This design comes from an exercise in tuning for small area and a short achievable clock period on the open sky130 flow, not from production work. In this exercise RTL edits were held to simulation tests only and were not proved equivalent to the original. No activity file was given, so power comes from the tool's default toggle rates.

## design/flow/flow/abc_speed.script

```
strash
map -D 3500
topo
stime -c
buffer -c
upsize -c
dnsize -c
strash
&get -n
&nf -p -C 32
&put
upsize -c
dnsize -c
```

## design/flow/config.mk

```make
export PLATFORM = sky130hd
export DESIGN_NAME = MIPS
export DESIGN_NICKNAME = MIPS
export VERILOG_FILES = /design/flow/design.v
export SDC_FILE = /design/flow/constraint.sdc
export NUM_CORES = 4
export LEC_CHECK = 0
export CAP_MARGIN = 20
export CORE_MARGIN = 2
export CORE_UTILIZATION = 60
export CTS_BUF_LIST = sky130_fd_sc_hd__clkbuf_8
export PLACE_DENSITY = 0.7
export SETUP_SLACK_MARGIN = 3.6
export SLEW_MARGIN = 20
export TNS_END_PERCENT = 5
```

## design/flow/constraint.sdc

```tcl
create_clock -name core_clock -period 12.5 [get_ports {clk}]
set_input_delay 2.5000 -clock core_clock [delete_from_list [all_inputs] [get_ports {clk}]]
set_output_delay 2.5000 -clock core_clock [all_outputs]
set_load 0.01 [all_outputs]
```

## design/flow/standard.sh

```bash
#!/bin/bash
# synth_recipe.tcl (not shown) runs the flow's synth.tcl, then flattens the netlist and writes it again
# the make line also repeats each setting of config.mk as NAME=value (left out here)
make -C /OpenROAD-flow-scripts/flow DESIGN_CONFIG=/design/flow/config.mk WORK_HOME=/design/flow/orfs CLKGATE_MAP_FILE= SYNTH_SCRIPT=/design/flow/synth_recipe.tcl "${@:-finish}"
```

## design/flow/flow/run.sh

```bash
#!/bin/bash
set -euo pipefail
here=$(pwd)
rm -rf "$here/scripts_abc"
cp -r "$FLOW_HOME/scripts" "$here/scripts_abc"
cp "$here/flow/abc_speed.script" "$here/scripts_abc/abc_speed.script"
bash standard.sh SCRIPTS_DIR="$here/scripts_abc" synth > "$here/synth_make.log" 2>&1
bash standard.sh "BUFFER_PORTS_ARGS=-buffer_cell sky130_fd_sc_hd__buf_2" finish > "$here/layout_make.log" 2>&1
```

## design/flow/design.v

```verilog
module ALU (
	input  [31:0] A,
	input  [31:0] B,
	input  [5:0]  funct,
	input         op_beq,
	output reg [31:0] C,
	output eq
);
wire        sub = funct[1] | op_beq;
wire [32:0] s   = {1'b0, A} + {1'b0, B ^ {32{sub}}} + {32'd0, sub};
wire        ltu = ~s[32];
assign eq = (s[31:0] == 32'd0);
always @(*)
	case (funct)
	6'h20, 6'h22: C = s[31:0];
	6'h25:        C = A | B;
	6'h2a:        C = {31'd0, ltu};
	default:      C = A & B;
	endcase
endmodule
module register_file (
	input clk,
	input rst,
	input WE3,
	input  [4:0] A1,
	input  [4:0] A2,
	input  [4:0] A3,
	output [31:0] RD1,
	output [31:0] RD2,
	input  [31:0] WD3
);
reg  [31:1] valid;
wire [31:0] data [1:31];
wire [31:1] wsel;
genvar i;
generate
	for (i = 1; i < 32; i = i + 1) begin : g
		reg [31:0] r;
		assign wsel[i] = WE3 & (A3 == i);
		always @(posedge clk)
			if (wsel[i]) r <= WD3;
		assign data[i] = r;
	end
endgenerate
always @(posedge clk or posedge rst)
	if (rst) valid <= 31'd0;
	else     valid <= valid | wsel;
wire [31:1] sel1, sel2;
generate
	for (i = 1; i < 32; i = i + 1) begin : s
		assign sel1[i] = valid[i] & (A1 == i);
		assign sel2[i] = valid[i] & (A2 == i);
	end
endgenerate
genvar b;
generate
	for (b = 0; b < 32; b = b + 1) begin : rb
		wire [31:1] t1, t2;
		for (i = 1; i < 32; i = i + 1) begin : t
			assign t1[i] = data[i][b] & sel1[i];
			assign t2[i] = data[i][b] & sel2[i];
		end
		assign RD1[b] = |t1;
		assign RD2[b] = |t2;
	end
endgenerate
endmodule
module MIPS (
	input clk,     
	input rst,
	input [31:0] instr,
	input [31:0] read_mem_data,
	output [31:0] pc,
	output [31:0] data_mem_addr,
	output Mem_Write,
	output [31:0] write_mem_data
);
wire [5:0] op    = instr[31:26];
wire [4:0] rs    = instr[25:21];
wire [4:0] rt    = instr[20:16];
wire [4:0] rd    = instr[15:11];
wire [31:0] imm  = {{16{instr[15]}}, instr[15:0]};
wire is_r    = (op == 6'b000000);
wire is_addi = (op == 6'b001000);
wire is_lw   = (op == 6'b100011);
wire is_sw   = (op == 6'b101011);
wire is_beq  = (op == 6'b000100);
wire is_j    = (op == 6'b000010);
wire [31:0] RD1, RD2;
wire        we    = is_r | is_addi | is_lw;
wire [4:0]  waddr = is_r ? rd : rt;
wire [31:0] wdata;
register_file regs (
	.clk(clk), .rst(rst), .WE3(we), .A1(rs), .A2(rt), .A3(waddr),
	.RD1(RD1), .RD2(RD2), .WD3(wdata)
);
wire [31:0] addr_sum = RD1 + imm;
wire [31:0] alu_out;
wire        eq;
ALU alu (.A(RD1), .B(RD2), .funct(instr[5:0]), .op_beq(is_beq), .C(alu_out), .eq(eq));
assign wdata = is_lw ? read_mem_data : (is_r ? alu_out : addr_sum);
assign data_mem_addr  = addr_sum;
assign write_mem_data = RD2;
assign Mem_Write      = is_sw;
reg  [29:0] pcw;
wire [29:0] pc4w   = pcw + 30'd1;
wire [30:0] br_sum = {pcw, 1'b1} + {imm[29:0], 1'b1};
wire [29:0] brw    = br_sum[30:1];
wire [29:0] pc_next = is_j ? {pc4w[29:26], instr[25:0]} :
                      (is_beq & eq) ? brw : pc4w;
always @(posedge clk or posedge rst)
	if (rst) pcw <= 30'd0;
	else     pcw <= pc_next;
assign pc = {pcw, 2'b00};
endmodule
```

==> results by group, run 1 <==
Run status
  • Result of the run: complete, no violations

Placed design
  • Placed wire-length estimate after detailed placement: ~140 mm
  • Final weighted congestion in routability-driven placement: roughly 1.0
  • DP Cell Count: about 5,600
  • Number of I/O port buffers: 160

Setup path
  • Cells along the critical path: buf_2 > bufinv_16 > and4_1 > buf_4 > a22oi_1 > nand4_1 > nor4_2 > xnor2_1 > ha_1 > a21oi_1 > o21ai_0 > a21oi_1 > o211ai_1 > xnor2_1 > a2bb2oi_1 > o311ai_0 > o21ai_0 > o21ai_2
  • Slowest stage cell on the critical path: nor4_2
  • Register-to-Register Path Depth: 16
  • Reg-to-reg setup timing slack: around 5.6 ns
  • Crit end category: flop
  • Critical path start-end classification: in -> reg
  • Number of cells on the critical path: 18
  • Cell family contributing the most delay on the critical path: compound AO/OA/AOI/OAI gates
  • Critical-path maximum fanout: 35
  • First element of the critical path: instr[20]
  • Count of buffering cells on the critical path with inverters included: 3
  • CP Capture Point: regs.g[18].r[20]
  • Reg-to-Reg Start: regs.valid[30]
  • Required time of the critical path: roughly 13 ns
  • Largest stage delay on the critical path: around 1.0 ns
  • Endpoint arrival time on the critical path: 9.45 ns
  • Critical R2R Capture: regs.g[18].r[20]
  • Startpoint types: input pin

Global route
  • Layer with the highest usage after global routing: met2
  • Antenna violations before repair: 12
  • GR Layer Usage met2: 74.29%
  • Largest net degree at the start of global routing: 62
  • Global-route wire length before repair: roughly 310 mm
  • Global-route congestion overflow total: 0
  • Overall fraction of global-route tracks in use: approximately half
  • Vias in the first global route: between 40,000 and 50,000
  • Met1 track utilization from global routing: roughly three fifths
  • M3 GR Usage: approximately a fifth

Clock tree
  • Number of buffers inserted during clock tree synthesis: approximately 170
  • Clock tree from TritonCTS: done
  • Root Driver: clkbuf_8
  • CTS Hold Buffers Added: 0
  • Max clock buf depth: 3
  • Later-pin clock latency in the skew report: roughly 0.86 ns
  • CTS clock-pin slew for the worst setup and hold paths: roughly 0.06 ns
  • # clock sinks: about 1,100
  • Total number of H-tree levels: 4

Logic synthesis
  • Count of distinct cell types in the synthesized netlist: between 80 and 90
  • Biggest area contributors in the synthesized netlist: edfxtp_1, a22oi_1, nand4_1
  • Number of warning messages in the yosys log: 3
  • Top_reg_cell synth: edfxtp_1
  • Synthesized instance count: about 4,000
  • Yosys top cell area share: a little under 60%
  • Count of flip-flops with a built-in enable after synthesis: slightly below 1,000
  • Mapped Area: a little over 50,000 µm²
  • Mean instance size in the synthesized netlist: between 10 and 15 µm²
  • Sequential area share after synthesis: just over 60%
  • Fraction of registers with async set/reset: slightly below 6%
  • Largest area contributor in the netlist: edfxtp_1
  • Synthesis-stage register bit count: 1,053

Floorplanning
  • Core Area: between 80,000 and 90,000 µm²
  • Initial core utilization: approximately three fifths
  • Height of the die: 297.1 µm
  • Width of the die: between 200 and 300 µm
  • Standard-cell row count: roughly 110
  • Total Die Area: between 80,000 and 90,000 µm²
  • # IOs: around 160

Pwr
  • Switching Share: 29.02%
  • Portion of total power attributed to combinational logic: between 10% and 20%
  • Power per cell area: 131.5 nW/µm²
  • Internal power: between 5 and 6 mW
  • Clock group share of total power: roughly a third
  • Overall Power: approximately 8 mW
  • Sequential power share: between 50% and 60%
  • Peak supply drop: 0.0001489 V
  • Leak Pwr: between 20 and 25 nW
  • Reported net switching power: 2.344 mW

Layout
  • Share of cells above drive strength 1: about a fifth
  • Fillers: approximately 6,000
  • Util after Layout: between 70% and 80%
  • Final Net Count: roughly 4,800
  • Fin cells: roughly 6,000
  • Area overhead of the layout relative to synthesis: 19.18%

STA
  • Final count of negative-setup-slack endpoints: 0
  • Unrepaired setup endpoints after global routing: true
  • Number of hold violations in the final report: 0
  • Tcrit/Tclk final: just over 70%
  • Pins Over Slew Limit: 0
  • Final worst path period need: between 9 and 10 ns
  • Slew Limit Headroom: between 10% and 20%
  • Smallest hold slack: 0.5161 ns
  • Fmax: 111.1 MHz
  • Slew @ Worst Pin: 1.242 ns
  • Setup clock skew after layout: 0.05086 ns
  • Final-layout setup total negative slack: 0 ns

Routing
  • Average wire per cell in the routed design: between 30 and 40 µm
  • Final routed DRC violation total: 0
  • Iter 0 DRT Violations: around 9,100
  • First-pass iteration count of the detailed router: 10
  • Number of vias per cell: roughly 7.9
  • Post-route antenna net violation count: 0
  • Total number of vias: 47,190
  • Total wire length after detailed routing: around 220 mm

Run
  • Number of max-cap violations: 0

Min path
  • Hold Path Stages: 1
  • Worst min path class: reg -> reg
[power by group through the flow]
stage / combinational [mW] / clock [mW] / sequential [mW]
2_1_floorplan: 0.654 / 0 / 4.14
3_3_place_gp: 1.10 / 0 / 4.15
3_5_place_dp: 1.10 / 0 / 4.15
4_1_cts: 1.17 / 2.73 / 4.07
5_1_grt: 1.32 / 2.89 / 4.08
6_report: 1.25 / 2.75 / 4.08
[per-layer routing]
layer	vias to the layer above	part of all wire, %
met5	-	0.075
met4	10	8.5
met3	1255	16
met2	4748	44
met1	22520	32
li1	18650	-
[cell type report]
| type | instances | area (µm²) | area share [%] |
|---|---|---|---|
| flip-flops and latches | 1053 | 31320 | 50.98 |
| multi-input cells | 2928 | 22160 | 36.07 |
| repair buffers | 414 | 2944 | 4.792 |
| clock buffers | 167 | 2298 | 3.741 |
| well taps | 1144 | 1431 | 2.330 |
| clock inverters | 134 | 757.0 | 1.232 |
| inverters | 111 | 503.0 | 0.8188 |
| diodes | 10 | 25.02 | 0.04073 |
[logic make-up (layout without fill, tap and decap cells)]
group / Yosys count / in the layout / synth area share [%]
other cells: 1 / 12 / 0.007275
mux: 6 / 6 / 0.1165
fa+ha+maj: 97 / 97 / 2.398
buf+inv: 113 / 826 / 0.8933
compound gates: 1434 / 1434 / 20.62
simple gates: 1247 / 1248 / 12.82
flops: 1053 / 1053 / 60.75
xor+xnor: 141 / 141 / 2.396
[stage by stage]
stage | setup slack [ns] | cell area (µm²)
floorplan | 3.587 | 51580
global placement | 1.314 | 55730
detailed placement | 1.290 | 55790
CTS | 3.556 | 60530
global route | 3.469 | 61410
finish | 3.500 | 61430
[flip-flops by register name (all words and copies together), names as in the netlist]
signal,cells
pcw,30
regs.g.r,992
regs.valid,31
[how the worst min path moves through the flow]
stage                              start             end
final                     regs.valid[10]  regs.valid[10]
after global routing      regs.valid[10]  regs.valid[10]
after CTS                 regs.valid[10]  regs.valid[10]
after detailed placement  regs.valid[10]  regs.valid[10]
after global placement    regs.valid[10]  regs.valid[10]
after floorplan           regs.valid[10]  regs.valid[10]
[Yosys cell counts, types with 15 or more instances]
library cell	count
a2bb2oi_1	15
or2_0	29
ha_1	94
nand2_1	337
nor3_1	61
clkinv_1	109
xnor2_1	73
a221o_1	33
nor4_1	84
nor2b_1	19
and4_1	15
a222oi_1	62
xor2_1	68
and3_1	27
a22o_1	56
a21o_1	22
nand3_1	118
o21ai_0	125
a21oi_1	155
a41oi_1	32
o22ai_1	37
nand4_1	286
a22oi_1	700
dfrtp_1	61
nand4b_1	29
o311ai_0	25
a221oi_1	82
edfxtp_1	992
nor2_1	173
[timing repair]
action / 4_1_cts / 5_1_grt
setup buffers: 50 / 20
pin swaps: 69 / 71
setup endpoints to repair: 402 / 103
gates cloned: 1 / 2
gates resized for setup: 288 / 117
[placed cells by master, fill, tap and decap left out, drive strengths merged, types with 33 or more instances in the layout]
| cell | synthesis | layout |
|---|---|---|
| nand4 | 290 | 290 |
| edfxtp | 992 | 992 |
| a22oi | 700 | 700 |
| dfrtp | 61 | 61 |
| nor4 | 85 | 85 |
| xnor2 | 73 | 73 |
| o22ai | 37 | 37 |
| a21oi | 156 | 156 |
| a221o | 33 | 33 |
| xor2 | 68 | 68 |
| nand3 | 118 | 118 |
| inv | 1 | 74 |
| clkinv | 109 | 160 |
| nor3 | 67 | 67 |
| nand2 | 338 | 338 |
| o21ai | 128 | 128 |
| a22o | 56 | 56 |
| a221oi | 82 | 82 |
| a222oi | 62 | 62 |
| ha | 94 | 94 |
| nor2 | 179 | 180 |
| clkbuf | 0 | 168 |
| buf | 2 | 413 |
==> run 2: changes to the inputs <==
--- a/design/flow/config.mk
+++ b/design/flow/config.mk
@@ -9,5 +9,7 @@
 export CORE_MARGIN = 2
 export CORE_UTILIZATION = 60
-export CTS_BUF_LIST = sky130_fd_sc_hd__clkbuf_8
+export CTS_BUF_LIST = sky130_fd_sc_hd__clkbuf_16
+export CTS_CLUSTER_DIAMETER = 80
+export CTS_CLUSTER_SIZE = 24
 export PLACE_DENSITY = 0.7
 export SETUP_SLACK_MARGIN = 3.6
==> results by group, run 2 <==
STA
  • Slew Limit Headroom: 16.56% (was 16.48%)
  • Fmax: 111.6 MHz (was 111.1 MHz)
  • Final count of negative-setup-slack endpoints: 0 (unchanged)
  • Unrepaired setup endpoints after global routing: true (unchanged)
  • Slew @ Worst Pin: 1.252 ns (was 1.242 ns)
  • Setup clock skew after layout: 0.04652 ns (was 0.05086 ns)
  • Number of hold violations in the final report: 0 (unchanged)
  • Pins Over Slew Limit: 0 (unchanged)
  • Final-layout setup total negative slack: 0 ns (unchanged)
  • Final worst path period need: 8.958 ns (was 9.000 ns)
  • Tcrit/Tclk final: 71.66% (was 72.00%)

Layout
  • Number of flip-flops under the largest register name: 992 (unchanged)
  • Commonest cells after routing, fill and taps aside: edfxtp_1, a22oi_1, nand2_1, nand4_1, buf_4 (unchanged)
  • Top Registers: regs.g.r (992), regs.valid (31), pcw (30) (unchanged)
  • Final Net Count: 4,734 (was 4,836)
  • Area overhead of the layout relative to synthesis: 16.58% (was 19.18%)
  • Largest reg by FF count: regs.g.r (unchanged)
  • Util after Layout: 70.57% (was 72.15%)
  • Share of cells above drive strength 1: 19.00% (was 20.70%)
  • Most common cell after layout, fill and taps aside: edfxtp_1 (unchanged)

Routing
  • Average wire per cell in the routed design: 38.43 µm (was 37.40 µm)
  • First-pass iteration count of the detailed router: 10 (unchanged)
  • Final routed DRC violation total: 0 (unchanged)
  • Number of vias per cell: 8.037 (was 7.916)
  • Detailed-route wire length on metal 1: 69.82 mm (was 70.37 mm)
  • Iter 0 DRT Violations: 8,974 (was 9,077)
  • Total wire length after detailed routing: 220.7 mm (was 223.0 mm)
  • Top metal layer carrying routed signals: met5 (unchanged)
  • Routed wire length on met3: 35.40 mm (was 36.53 mm)
  • Total number of vias: 46,160 (was 47,190)
  • Met2 WL post-DR: 96.96 mm (was 97.04 mm)
  • Post-route antenna net violation count: 0 (unchanged)

Floorplanning
  • Width of the die: 297.1 µm (unchanged)
  • Core Area: 85,150 µm² (unchanged)
  • Total Die Area: 88,270 µm² (unchanged)
  • # IOs: 163 (unchanged)
  • Initial core utilization: 60.54% (unchanged)
  • Standard-cell row count: 107 (unchanged)
  • Height of the die: 297.1 µm (unchanged)

Setup path
  • Required time of the critical path: 10.00 ns (was 12.95 ns)
  • Startpoint types: input pin (unchanged)
  • Critical R2R Capture: pcw[20] (was regs.g[18].r[20])
  • Critical-path maximum fanout: 31 (was 35)
  • Critical path start-end classification: in -> out (was in -> reg)
  • Reg-to-reg setup timing slack: 5.72 ns (was 5.59 ns)
  • Reg-to-Reg Start: regs.valid[10] (was regs.valid[30])
  • Register-to-Register Path Depth: 23 (was 16)
  • Crit end category: output pin (was flop)
  • Endpoint arrival time on the critical path: 6.46 ns (was 9.45 ns)

Placed design
  • Number of I/O port buffers: 160 (unchanged)
  • Final weighted congestion in routability-driven placement: 1.013 (unchanged)
  • Placed wire-length estimate after detailed placement: 140.9 mm (unchanged)

Pwr
  • Power per cell area: 121.2 nW/µm² (was 131.5 nW/µm²)
  • Leak Pwr: 19.72 nW (was 20.60 nW)
  • Peak supply drop: 0.0001267 V (was 0.0001489 V)

Clock tree
  • Number of buffers inserted during clock tree synthesis: 52 (was 165)
  • Clock tree from TritonCTS: done (unchanged)
  • CTS clock-pin slew for the worst setup and hold paths: 0.10 ns (was 0.06 ns)
  • Root Driver: clkbuf_16 (was clkbuf_8)
  • Total number of H-tree levels: 2 (was 4)
  • Max clock buf depth: 3 (unchanged)
  • Later-pin clock latency in the skew report: 0.70 ns (was 0.86 ns)
  • # clock sinks: 1,053 (unchanged)

Logic synthesis
  • Synthesized instance count: 4,092 (unchanged)
  • Mapped Area: 51,540 µm² (unchanged)
  • Biggest area contributors in the synthesized netlist: edfxtp_1, a22oi_1, nand4_1 (unchanged)
  • Count of flip-flops with a built-in enable after synthesis: 992 (unchanged)
  • Synth cell count leaders: edfxtp_1, a22oi_1, nand2_1, nand4_1, nor2_1 (unchanged)
  • Count leader, synth: edfxtp_1 (unchanged)
  • Yosys top cell area share: 57.79% (unchanged)
  • Top_reg_cell synth: edfxtp_1 (unchanged)
  • Count of distinct cell types in the synthesized netlist: 86 (unchanged)
  • Mean instance size in the synthesized netlist: 12.60 µm² (unchanged)
  • Sequential area share after synthesis: 60.75% (unchanged)
  • Number of warning messages in the yosys log: 3 (unchanged)
  • Fraction of registers with async set/reset: 5.793% (unchanged)
  • Synthesis-stage register bit count: 1,053 (unchanged)
  • Largest area contributor in the netlist: edfxtp_1 (unchanged)

Global route
  • Antenna violations before repair: 6 (was 12)
  • Global-route congestion overflow total: 0 (unchanged)
  • Largest net degree at the start of global routing: 62 (unchanged)
  • Vias in the first global route: 44,140 (was 45,120)
  • Global-route wire length before repair: 306.7 mm (was 310.8 mm)
  • Overall fraction of global-route tracks in use: 48.55% (was 49.38%)

Min path
  • Launch instance of the worst min-delay path: regs.valid[10] (unchanged)
  • Worst min path class: reg -> reg (unchanged)
  • Hold Path Stages: 1 (unchanged)
  • Destination of the worst hold path: regs.valid[10] (unchanged)

Run
  • Number of max-cap violations: 0 (unchanged)

Run status
  • Result of the run: complete, no violations (unchanged)
## run 2: changes by cell type in the layout (fill, tap and decap cells not counted), moves of 11 or more
cell       previous run  this run
clkinv_1            122        84
buf_6                19        30
clkinv_2             33        20
inv_1                61        15
clkbuf_8            167         0
clkbuf_16             1        54
## run 2: per-stage QoR
| step | setup WS, ns | area [µm²] | total power [mW] | hold slack, ns | std cells |
|---|---|---|---|---|---|
| 6_report | 3.542 | 60090 | 7.281 | 0.5048 | 5743 |
| 5_1_grt | 3.442 | 60080 | 7.446 | 0.5295 | 5739 |
| 4_1_cts | 3.497 | 59280 | 7.170 | 0.5036 | 5717 |
| 3_5_place_dp | 1.290 | 55790 | 5.247 | 0.4818 | 5577 |
| 3_3_place_gp | 1.314 | 55730 | 5.242 | 0.4729 | 5575 |
| 2_1_floorplan | 3.587 | 51580 | 4.792 | 0.4501 | 4093 |
## run 2: worst max-delay path by stage
stage / startpoint / to / cells after the start
2_1_floorplan: instr[18] / regs.g[10].r[28] / 21
3_3_place_gp: instr[25] / data_mem_addr[31] / 17
3_5_place_dp: instr[25] / data_mem_addr[31] / 17
4_1_cts: instr[16] / regs.g[19].r[28] / 23
5_1_grt: instr[22] / data_mem_addr[31] / 21
6_report: instr[21] / data_mem_addr[31] / 20
## run 2: cell families after synthesis
group | count (synthesis) | share of synthesized area (%)
DFF | 1053 | 60.75
xor gates and xnor gates | 141 | 2.396
AOI/OAI and AO/OA | 1434 | 20.62
buffers and inverters | 113 | 0.8933
and+or+nand+nor | 1247 | 12.82
adders and majority gates | 97 | 2.398
muxes | 6 | 0.1165
other | 1 | 0.007275
## run 2: worst max-delay path, cell delays in order
cell and delay [ns]:
buf_6 0.13, nand2_2 0.10, nor3_1 0.09, and3_1 0.16, buf_6 0.19, a221o_1 0.43, a221oi_2 0.22, nand2_2 0.15
nor4_4 0.33, buf_4 0.20, clkinv_2 0.09, ha_4 0.28, a21oi_4 0.22, o21ai_4 0.09, a21oi_2 0.16, a21boi_4 0.25
nand4b_1 0.19, o311ai_4 0.14, xnor2_1 0.23, buf_2 0.17
## run 2: cell type report
type	instances	area, µm²
diodes	4	10.01
clock buffers	53	1326
clock inverters	25	240.2
fillers	5979	25060
inverters	111	495.5
multi-input cells	2928	22200
flip-flops and latches	1053	31320
well taps	1144	1431
repair buffers	425	3070
## run 2: what timing repair did
item                                    in CTS  in global routing
gates resized for setup                    308                115
gates cloned                                 2                  1
endpoints found under the hold margin        0                  0
endpoints found under the setup margin     526                164
buffers inserted                            60                 21
pin swaps                                   80                 65
hold buffers                                 0                  0
## run 2: power breakdown
part	switching (mW)	leakage (nW)	internal, mW	total [mW]
clock network	1.13	0.817	0.826	1.95
logic	0.856	9.20	0.400	1.26
registers	0.0867	9.70	3.98	4.07
total	2.07	19.7	5.21	7.28
## run 2: layer usage
layer | GRT usage [%] | up-vias
met5 | 0 | -
met4 | 32.46 | 6
met3 | 19.15 | 1194
met2 | 73.75 | 4427
met1 | 57.27 | 22170
li1 | - | 18360
==> run 3: changes to the inputs <==
--- a/design/flow/config.mk
+++ b/design/flow/config.mk
@@ -6,5 +6,5 @@
 export NUM_CORES = 4
 export LEC_CHECK = 0
-export CAP_MARGIN = 20
+export CAP_MARGIN = 30
 export CORE_MARGIN = 2
 export CORE_UTILIZATION = 60
@@ -14,4 +14,4 @@
 export PLACE_DENSITY = 0.7
 export SETUP_SLACK_MARGIN = 3.6
-export SLEW_MARGIN = 20
+export SLEW_MARGIN = 30
 export TNS_END_PERCENT = 5
==> results by group, run 3 <==
Setup path
  • Cells along the critical path: buf_4 > nand4b_1 > nor3b_4 > buf_4 > a22oi_1 > nand4_1 > nor3_1 > buf_4 > clkinv_2 > ha_2 > a21oi_1 > o21ai_2 > a31o_4 > and3_1 > a211oi_4 > xnor2_2 > buf_2 (was buf_6 > nand2_2 > nor3_1 > and3_1 > buf_6 > a221o_1 > a221oi_2 > nand2_2 > nor4_4 > buf_4 > clkinv_2 > ha_4 > a21oi_4 > o21ai_4 > a21oi_2 > a21boi_4 > nand4b_1 > o311ai_4 > xnor2_1 > buf_2)
  • Slowest stage cell on the critical path: buf_4 (was a221o_1)
  • Count of buffering cells on the critical path with inverters included: 5 (unchanged)
  • Cell occurring most often along the worst timing path: buf_4
  • Critical R2R Capture: pcw[20] (unchanged)
  • Cell family contributing the most delay on the critical path: buffers and inverters (was compound AO/OA/AOI/OAI gates)
  • Startpoint types: input pin (unchanged)
  • Crit end category: output pin (unchanged)
  • Reg-to-reg setup timing slack: 5.88 ns (was 5.72 ns)
  • Critical-path maximum fanout: 31 (unchanged)
  • Required time of the critical path: 10.00 ns (about the same)
  • Register-to-Register Path Depth: 22 (was 23)
  • Endpoint arrival time on the critical path: 6.50 ns (was 6.46 ns)
  • Number of cells on the critical path: 17 (was 20)
  • Critical path start-end classification: in -> out (unchanged)
  • Largest stage delay on the critical path: 0.64 ns (was 0.43 ns)
  • Reg-to-Reg Start: regs.valid[15] (was regs.valid[10])

Global route
  • Global-route congestion overflow total: 0 (unchanged)
  • GR Layer Usage met2: 73.30% (was 73.75%)
  • Vias in the first global route: 44,470 (was 44,140)
  • Overall fraction of global-route tracks in use: 48.74% (was 48.55%)
  • Largest net degree at the start of global routing: 62 (unchanged)
  • Global-route wire length before repair: 307.7 mm (was 306.7 mm)
  • M3 GR Usage: 20.55% (was 19.15%)
  • Antenna violations before repair: 8 (was 6)
  • Layer with the highest usage after global routing: met2 (unchanged)
  • Met1 track utilization from global routing: 56.85% (was 57.27%)

Logic synthesis
  • Count leader, synth: edfxtp_1 (unchanged)
  • Mapped Area: 51,540 µm² (unchanged)
  • Biggest area contributors in the synthesized netlist: edfxtp_1, a22oi_1, nand4_1 (unchanged)
  • Fraction of registers with async set/reset: 5.793% (unchanged)
  • Synthesized instance count: 4,092 (unchanged)
  • Count of distinct cell types in the synthesized netlist: 86 (unchanged)
  • Top_reg_cell synth: edfxtp_1 (unchanged)
  • Number of warning messages in the yosys log: 3 (unchanged)
  • Synth cell count leaders: edfxtp_1, a22oi_1, nand2_1, nand4_1, nor2_1 (unchanged)
  • Synthesis-stage register bit count: 1,053 (unchanged)
  • Yosys top cell area share: 57.79% (unchanged)
  • Sequential area share after synthesis: 60.75% (unchanged)
  • Mean instance size in the synthesized netlist: 12.60 µm² (unchanged)
  • Count of flip-flops with a built-in enable after synthesis: 992 (unchanged)
  • Largest area contributor in the netlist: edfxtp_1 (unchanged)

Placed design
  • Placed wire-length estimate after detailed placement: 141.2 mm (was 140.9 mm)
  • Number of I/O port buffers: 160 (unchanged)
  • Final weighted congestion in routability-driven placement: 1.013 (unchanged)

STA
  • Fmax: 111.2 MHz (was 111.6 MHz)
  • Final-layout setup total negative slack: 0 ns (unchanged)
  • Tcrit/Tclk final: 71.97% (was 71.66%)
  • Setup clock skew after layout: 0.03161 ns (was 0.04652 ns)
  • Final worst path period need: 8.996 ns (was 8.958 ns)
  • Number of hold violations in the final report: 0 (unchanged)
  • Slew @ Worst Pin: 1.130 ns (was 1.252 ns)
  • Slew Limit Headroom: 23.89% (was 16.56%)
  • Pins Over Slew Limit: 0 (unchanged)
  • Unrepaired setup endpoints after global routing: true (unchanged)
  • Final count of negative-setup-slack endpoints: 0 (unchanged)

Layout
  • Commonest cells after routing, fill and taps aside: edfxtp_1, a22oi_1, nand2_1, nand4_1, buf_4 (unchanged)
  • Util after Layout: 70.70% (was 70.57%)
  • Final Net Count: 4,740 (was 4,734)
  • Area overhead of the layout relative to synthesis: 16.80% (was 16.58%)
  • Most common cell after layout, fill and taps aside: edfxtp_1 (unchanged)
  • Number of flip-flops under the largest register name: 992 (unchanged)
  • Top Registers: regs.g.r (992), regs.valid (31), pcw (30) (unchanged)
  • Largest reg by FF count: regs.g.r (unchanged)
  • Share of cells above drive strength 1: 19.09% (was 19.00%)

Floorplanning
  • Initial core utilization: 60.54% (unchanged)
  • Width of the die: 297.1 µm (unchanged)
  • Standard-cell row count: 107 (unchanged)
  • Core Area: 85,150 µm² (unchanged)
  • Height of the die: 297.1 µm (unchanged)
  • Total Die Area: 88,270 µm² (unchanged)
  • # IOs: 163 (unchanged)

Clock tree
  • CTS Hold Buffers Added: 0 (unchanged)
  • Number of buffers inserted during clock tree synthesis: 52 (unchanged)
  • # clock sinks: 1,053 (unchanged)
  • Later-pin clock latency in the skew report: 0.68 ns (was 0.70 ns)
  • Total number of H-tree levels: 2 (unchanged)
  • Clock tree from TritonCTS: done (unchanged)
  • CTS clock-pin slew for the worst setup and hold paths: 0.10 ns (about the same)
  • Root Driver: clkbuf_16 (unchanged)
  • Max clock buf depth: 3 (unchanged)

Run status
  • Result of the run: complete, no violations (unchanged)

Routing
  • Total number of vias: 46,570 (was 46,160)
  • Number of vias per cell: 8.096 (was 8.037)
  • Average wire per cell in the routed design: 38.54 µm (was 38.43 µm)
  • Iter 0 DRT Violations: 9,102 (was 8,974)
  • Total wire length after detailed routing: 221.7 mm (was 220.7 mm)
  • Post-route antenna net violation count: 0 (unchanged)
  • Final routed DRC violation total: 0 (unchanged)
  • First-pass iteration count of the detailed router: 14 (was 10)

Min path
  • Hold Path Stages: 1 (unchanged)
  • Launch instance of the worst min-delay path: regs.valid[10] (unchanged)
  • Worst min path class: reg -> reg (unchanged)
  • Destination of the worst hold path: regs.valid[10] (unchanged)

Pwr
  • Power per cell area: 121.0 nW/µm² (was 121.2 nW/µm²)
  • Peak supply drop: 0.0001490 V (was 0.0001267 V)
  • Leak Pwr: 19.81 nW (was 19.72 nW)

Run
  • Number of max-cap violations: 0 (unchanged)
[run 3: changes by cell type in the layout (fill, tap and decap cells not counted), moves of 4 or more]
| cell | before | now |
|---|---|---|
| diode_2 | 4 | 8 |
| buf_6 | 30 | 24 |
| nand2_2 | 30 | 23 |
| buf_4 | 230 | 237 |
| o21ai_4 | 22 | 26 |
| nand2_1 | 306 | 313 |
[run 3: area by class of cell]
type	instances	area, µm²
inverter	111	499.2
clock inverter	24	230.2
timing repair buffer	431	3152
multi-input combinational	2928	22230
fill	6003	24940
clock buffer	53	1326
sequential	1053	31320
tap	1144	1431
antenna	8	20.02
[run 3: cells by family after synthesis]
family	Yosys count	share of synthesized area [%]
DFF	1053	60.75
buffers and inverters	113	0.8933
AOI/OAI and AO/OA	1434	20.62
other	1	0.007275
muxes	6	0.1165
and+or+nand+nor	1247	12.82
adders and majority gates	97	2.398
xor gates and xnor gates	141	2.396
[run 3: power breakdown]
part / internal [mW] / switching [mW]
clock: 0.826 / 1.12
sequential: 3.98 / 0.0861
combinational: 0.405 / 0.863
total: 5.21 / 2.07
[run 3: per-layer routing]
layer | wire, µm | part of all wire [%] | vias to the layer above
met2 | 96450 | 44 | 4611
met5 | 156 | 0.070 | -
met1 | 69370 | 31 | 22340
met3 | 36640 | 17 | 1271
met4 | 19050 | 8.6 | 10
li1 | - | - | 18330
[run 3: worst max path at each step]
stage | start | end | slack [ns]
5_1_grt | instr[22] | data_mem_addr[27] | 3.46
6_report | instr[23] | data_mem_addr[22] | 3.50
3_3_place_gp | instr[25] | data_mem_addr[31] | 1.31
3_5_place_dp | instr[25] | data_mem_addr[31] | 1.30
4_1_cts | instr[25] | data_mem_addr[31] | 3.51
2_1_floorplan | instr[18] | regs.g[10].r[28] | 3.59
[run 3: what timing repair did]
item	in CTS	in global routing
endpoints found under the setup margin	495	119
pin swaps	74	67
gates cloned	2	1
buffers inserted	59	24
gates resized for setup	300	115
[run 3: stage by stage]
step / hold WS (ns) / instances / instance area [µm²] / total power, mW / setup WS (ns)
global placement: 0.4729 / 5575 / 55730 / 5.242 / 1.314
CTS: 0.5037 / 5715 / 59270 / 7.168 / 3.505
global route: 0.5296 / 5744 / 60180 / 7.458 / 3.458
floorplan: 0.4501 / 4093 / 51580 / 4.792 / 3.587
detailed placement: 0.4818 / 5577 / 55880 / 5.252 / 1.305
finish: 0.5096 / 5752 / 60200 / 7.282 / 3.504
==> run 4: changes to the inputs <==
==> design/flow/config.mk (replaced) <==
export PLATFORM = sky130hd
export DESIGN_NAME = MIPS
export DESIGN_NICKNAME = MIPS
export VERILOG_FILES = /design/flow/design.v
export SDC_FILE = /design/flow/constraint.sdc
export NUM_CORES = 4
export LEC_CHECK = 0
export CAP_MARGIN = 20
export CORE_MARGIN = 2
export CORE_UTILIZATION = 55
export CTS_BUF_LIST = sky130_fd_sc_hd__clkbuf_16
export CTS_CLUSTER_DIAMETER = 80
export CTS_CLUSTER_SIZE = 24
export PLACE_DENSITY = 0.65
export SETUP_SLACK_MARGIN = 3.45
export SLEW_MARGIN = 20
export TNS_END_PERCENT = 10
==> results by group, run 4 <==
Logic synthesis
  • Count of flip-flops with a built-in enable after synthesis: 992 (unchanged)
  • Number of warning messages in the yosys log: 3 (unchanged)
  • Count of distinct cell types in the synthesized netlist: 86 (unchanged)
  • Synthesis-stage register bit count: 1,053 (unchanged)
  • Mean instance size in the synthesized netlist: 12.60 µm² (unchanged)
  • Top_reg_cell synth: edfxtp_1 (unchanged)
  • Synth cell count leaders: edfxtp_1, a22oi_1, nand2_1, nand4_1, nor2_1 (unchanged)
  • Largest area contributor in the netlist: edfxtp_1 (unchanged)
  • Yosys top cell area share: 57.79% (unchanged)
  • Fraction of registers with async set/reset: 5.793% (unchanged)
  • Count leader, synth: edfxtp_1 (unchanged)
  • Biggest area contributors in the synthesized netlist: edfxtp_1, a22oi_1, nand4_1 (unchanged)
  • Sequential area share after synthesis: 60.75% (unchanged)
  • Synthesized instance count: 4,092 (unchanged)
  • Mapped Area: 51,540 µm² (unchanged)

STA
  • Final count of negative-setup-slack endpoints: 0 (unchanged)
  • Slew Limit Headroom: 17.56% (was 23.89%)
  • Unrepaired setup endpoints after global routing: true (unchanged)
  • Pins Over Slew Limit: 0 (unchanged)
  • Slew @ Worst Pin: 1.227 ns (was 1.130 ns)
  • Tcrit/Tclk final: 73.77% (was 71.97%)
  • Final worst path period need: 9.221 ns (was 8.996 ns)
  • Setup clock skew after layout: 0.04243 ns (was 0.03161 ns)
  • Fmax: 108.4 MHz (was 111.2 MHz)
  • Number of hold violations in the final report: 0 (unchanged)
  • Final-layout setup total negative slack: 0 ns (unchanged)

Run status
  • Result of the run: complete, no violations (unchanged)

Clock tree
  • # clock sinks: 1,053 (unchanged)
  • Max clock buf depth: 3 (unchanged)
  • Clock tree from TritonCTS: done (unchanged)
  • Later-pin clock latency in the skew report: 0.68 ns (about the same)
  • Total number of H-tree levels: 2 (unchanged)
  • CTS Hold Buffers Added: 0 (unchanged)
  • Root Driver: clkbuf_16 (unchanged)
  • CTS clock-pin slew for the worst setup and hold paths: 0.09 ns (was 0.10 ns)
  • Number of buffers inserted during clock tree synthesis: 52 (unchanged)

Setup path
  • Critical path start-end classification: in -> out (unchanged)
  • Required time of the critical path: 10.00 ns (about the same)
  • First element of the critical path: instr[25] (was instr[23])
  • Startpoint types: input pin (unchanged)
  • Reg-to-reg setup timing slack: 5.66 ns (was 5.88 ns)
  • Reg-to-Reg Start: regs.valid[2] (was regs.valid[15])
  • Largest stage delay on the critical path: 0.87 ns (was 0.64 ns)
  • Crit end category: output pin (unchanged)
  • Endpoint arrival time on the critical path: 6.72 ns (was 6.50 ns)
  • Critical-path maximum fanout: 31 (unchanged)
  • Critical R2R Capture: pcw[22] (was pcw[20])
  • Slowest stage cell on the critical path: nor4_4 (was buf_4)
  • Cells along the critical path: buf_16 > clkinv_16 > buf_16 > and3_1 > buf_8 > a22oi_1 > nand4_1 > nor4_4 > clkinv_2 > ha_4 > a21oi_2 > o21a_1 > nor2_1 > a2111oi_2 > o311ai_2 > xnor2_1 > buf_2 (was buf_4 > nand4b_1 > nor3b_4 > buf_4 > a22oi_1 > nand4_1 > nor3_1 > buf_4 > clkinv_2 > ha_2 > a21oi_1 > o21ai_2 > a31o_4 > and3_1 > a211oi_4 > xnor2_2 > buf_2)
  • Register-to-Register Path Depth: 18 (was 22)
  • Cell occurring most often along the worst timing path: buf_16 (was buf_4)

Routing
  • Top metal layer carrying routed signals: met5 (unchanged)
  • Number of vias per cell: 7.795 (was 8.096)
  • Routed wire length on met3: 35.45 mm (was 36.64 mm)
  • Total number of vias: 45,750 (was 46,570)
  • Total wire length after detailed routing: 224.4 mm (was 221.7 mm)
  • Post-route antenna net violation count: 0 (unchanged)
  • Average wire per cell in the routed design: 38.23 µm (was 38.54 µm)
  • Iter 0 DRT Violations: 8,164 (was 9,102)
  • Final routed DRC violation total: 0 (unchanged)
  • Met2 WL post-DR: 97.06 mm (was 96.45 mm)
  • Detailed-route wire length on metal 1: 75.59 mm (was 69.37 mm)
  • First-pass iteration count of the detailed router: 10 (was 14)

Floorplanning
  • Width of the die: 310.1 µm (was 297.1 µm)
  • Height of the die: 310.1 µm (was 297.1 µm)
  • Core Area: 93,050 µm² (was 85,150 µm²)
  • Initial core utilization: 55.39% (was 60.54%)
  • Total Die Area: 96,180 µm² (was 88,270 µm²)
  • Standard-cell row count: 112 (was 107)
  • # IOs: 163 (unchanged)

Placed design
  • Final weighted congestion in routability-driven placement: 1.008 (was 1.013)
  • Placed wire-length estimate after detailed placement: 141.5 mm (was 141.2 mm)
  • Number of I/O port buffers: 160 (unchanged)
  • Placed Instance Area: 55,950 µm² (was 55,880 µm²)

Layout
  • Top Registers: regs.g.r (992), regs.valid (31), pcw (30) (unchanged)
  • Multi-input logic area: 21,940 µm² (was 22,230 µm²)
  • Final Net Count: 4,748 (was 4,740)
  • Storage cell area: 31,320 µm² (unchanged)
  • Fillers: 7,167 (was 6,003)
  • Util after Layout: 64.74% (was 70.70%)
  • Share of cells above drive strength 1: 18.88% (was 19.09%)
  • Number of flip-flops under the largest register name: 992 (unchanged)
  • Commonest cells after routing, fill and taps aside: edfxtp_1, a22oi_1, nand2_1, nand4_1, buf_4 (unchanged)
  • Largest reg by FF count: regs.g.r (unchanged)
  • Area overhead of the layout relative to synthesis: 16.88% (was 16.80%)
  • Fin area: 60,240 µm² (was 60,200 µm²)
  • Most common cell after layout, fill and taps aside: edfxtp_1 (unchanged)

Global route
  • Overall fraction of global-route tracks in use: 44.88% (was 48.74%)
  • Global-route congestion overflow total: 0 (unchanged)
  • Antenna violations before repair: 7 (was 8)
  • Global-route wire length before repair: 304.6 mm (was 307.7 mm)
  • Vias in the first global route: 42,340 (was 44,470)
  • Largest net degree at the start of global routing: 62 (unchanged)

Min path
  • Launch instance of the worst min-delay path: regs.valid[10] (unchanged)
  • Destination of the worst hold path: regs.valid[10] (unchanged)
  • Hold Path Stages: 1 (unchanged)
  • Worst min path class: reg -> reg (unchanged)

Pwr
  • Leak Pwr: 19.70 nW (was 19.81 nW)
  • Power per cell area: 120.4 nW/µm² (was 121.0 nW/µm²)
  • Peak supply drop: 0.0001702 V (was 0.0001490 V)

Run
  • Number of max-cap violations: 0 (unchanged)
## run 4: how the worst max path moves through the flow
stage | slack [ns] | endpoint | cells past startpoint
2_1_floorplan | 3.52 | data_mem_addr[31] | 14
4_1_cts | 3.33 | regs.g[3].r[28] | 23
6_report | 3.28 | data_mem_addr[31] | 17
3_5_place_dp | 1.82 | data_mem_addr[31] | 17
3_3_place_gp | 1.85 | data_mem_addr[31] | 17
5_1_grt | 3.26 | data_mem_addr[23] | 21
## run 4: layout make-up
class / count / share of cell area (%)
diodes: 7 / 0.02908
clock buffers: 54 / 2.243
clock inverters: 24 / 0.2825
inverters: 111 / 0.8224
multi-input cells: 2931 / 36.42
flip-flops and latches: 1053 / 51.98
well taps: 1254 / 2.604
repair buffers: 436 / 5.618
## run 4: critical path: cells and delay by family
kind,cells,cell delay [ns]
AND/OR/NAND/NOR,4,1.58
buffers and inverters,6,1.05
AO/OA/AOI/OAI,5,0.98
adder cells (fa/ha/maj),1,0.31
XOR/XNOR,1,0.24
## run 4: timing repair
action	CTS	global route
gates cloned	2	10
setup buffers	44	40
resized for setup	267	148
pin swaps	62	64
endpoints found under the setup margin	92	149
## run 4: cells by family after synthesis
kind of cell / after synthesis / share of synthesized area [%]
xor+xnor: 141 / 2.396
other cells: 1 / 0.007275
simple gates: 1247 / 12.82
fa+ha+maj: 97 / 2.398
buf+inv: 113 / 0.8933
compound gates: 1434 / 20.62
flops: 1053 / 60.75
mux: 6 / 0.1165
## run 4: per-stage QoR
step,power (mW),setup slack [ns],cells,hold WS [ns]
CTS,7.149,3.334,5812,0.5090
floorplan,4.791,3.518,4093,0.4501
global placement,5.263,1.848,5686,0.4816
global route,7.436,3.260,5863,0.5466
detailed placement,5.266,1.820,5688,0.4838
finish,7.255,3.279,5870,0.5239
## run 4: layer usage
| layer | track usage (%) | vias to the layer above |
|---|---|---|
| li1 | - | 18400 |
| met4 | 24.82 | 8 |
| met3 | 16.04 | 909 |
| met5 | 0.7583 | - |
| met2 | 67.76 | 4176 |
| met1 | 56.43 | 22270 |
## run 4: report_power, final
group	leakage, nW	switching [mW]	total [mW]	internal (mW)
Sequential	9.70	0.0843	4.07	3.98
Clock	0.801	1.12	1.92	0.794
Combinational	9.19	0.868	1.27	0.403
Total	19.7	2.07	7.26	5.18

[afterwards: timing with drivers on the ports]
Ports are ideal in the flow. The routed layouts listed here were re-timed in OpenROAD. Step 1 sets driving cells, clkbuf_16 on the clock port and buf_2 on the other inputs (assumed; they add their load-dependent delay and slew). Step 2 adds t to the input delays and takes it off the output delays; t is the mean of the earliest and latest rising clock arrival at the registers after step 1. Input paths then give back, and output paths get back, about the clock's delay inside the block. Three values: no drivers, after step 1, after step 2; two values: the first two.
run | t, ns | setup slack, ns | latest minus earliest clock arrival (ns) | worst register clock-pin slew, ns | pins driven straight from the clock port
run 1 | 0.905 | 3.500 / 3.481 / 2.643 | 0.050 / 0.051 | 0.07 / 0.07 | 1
run 2 | 0.748 | 3.542 / 3.459 / 2.992 | 0.046 / 0.047 | 0.10 / 0.10 | 1
run 3 | 0.737 | 3.504 / 3.480 / 2.905 | 0.031 / 0.032 | 0.10 / 0.10 | 1
run 4 | 0.723 | 3.279 / 3.195 / 2.692 | 0.043 / 0.042 | 0.10 / 0.10 | 1
After both steps every run listed still meets setup and hold. For run 1, which loses most, drivers alone change the setup slack by -0.019 ns; drivers and shift together by -0.857 ns.
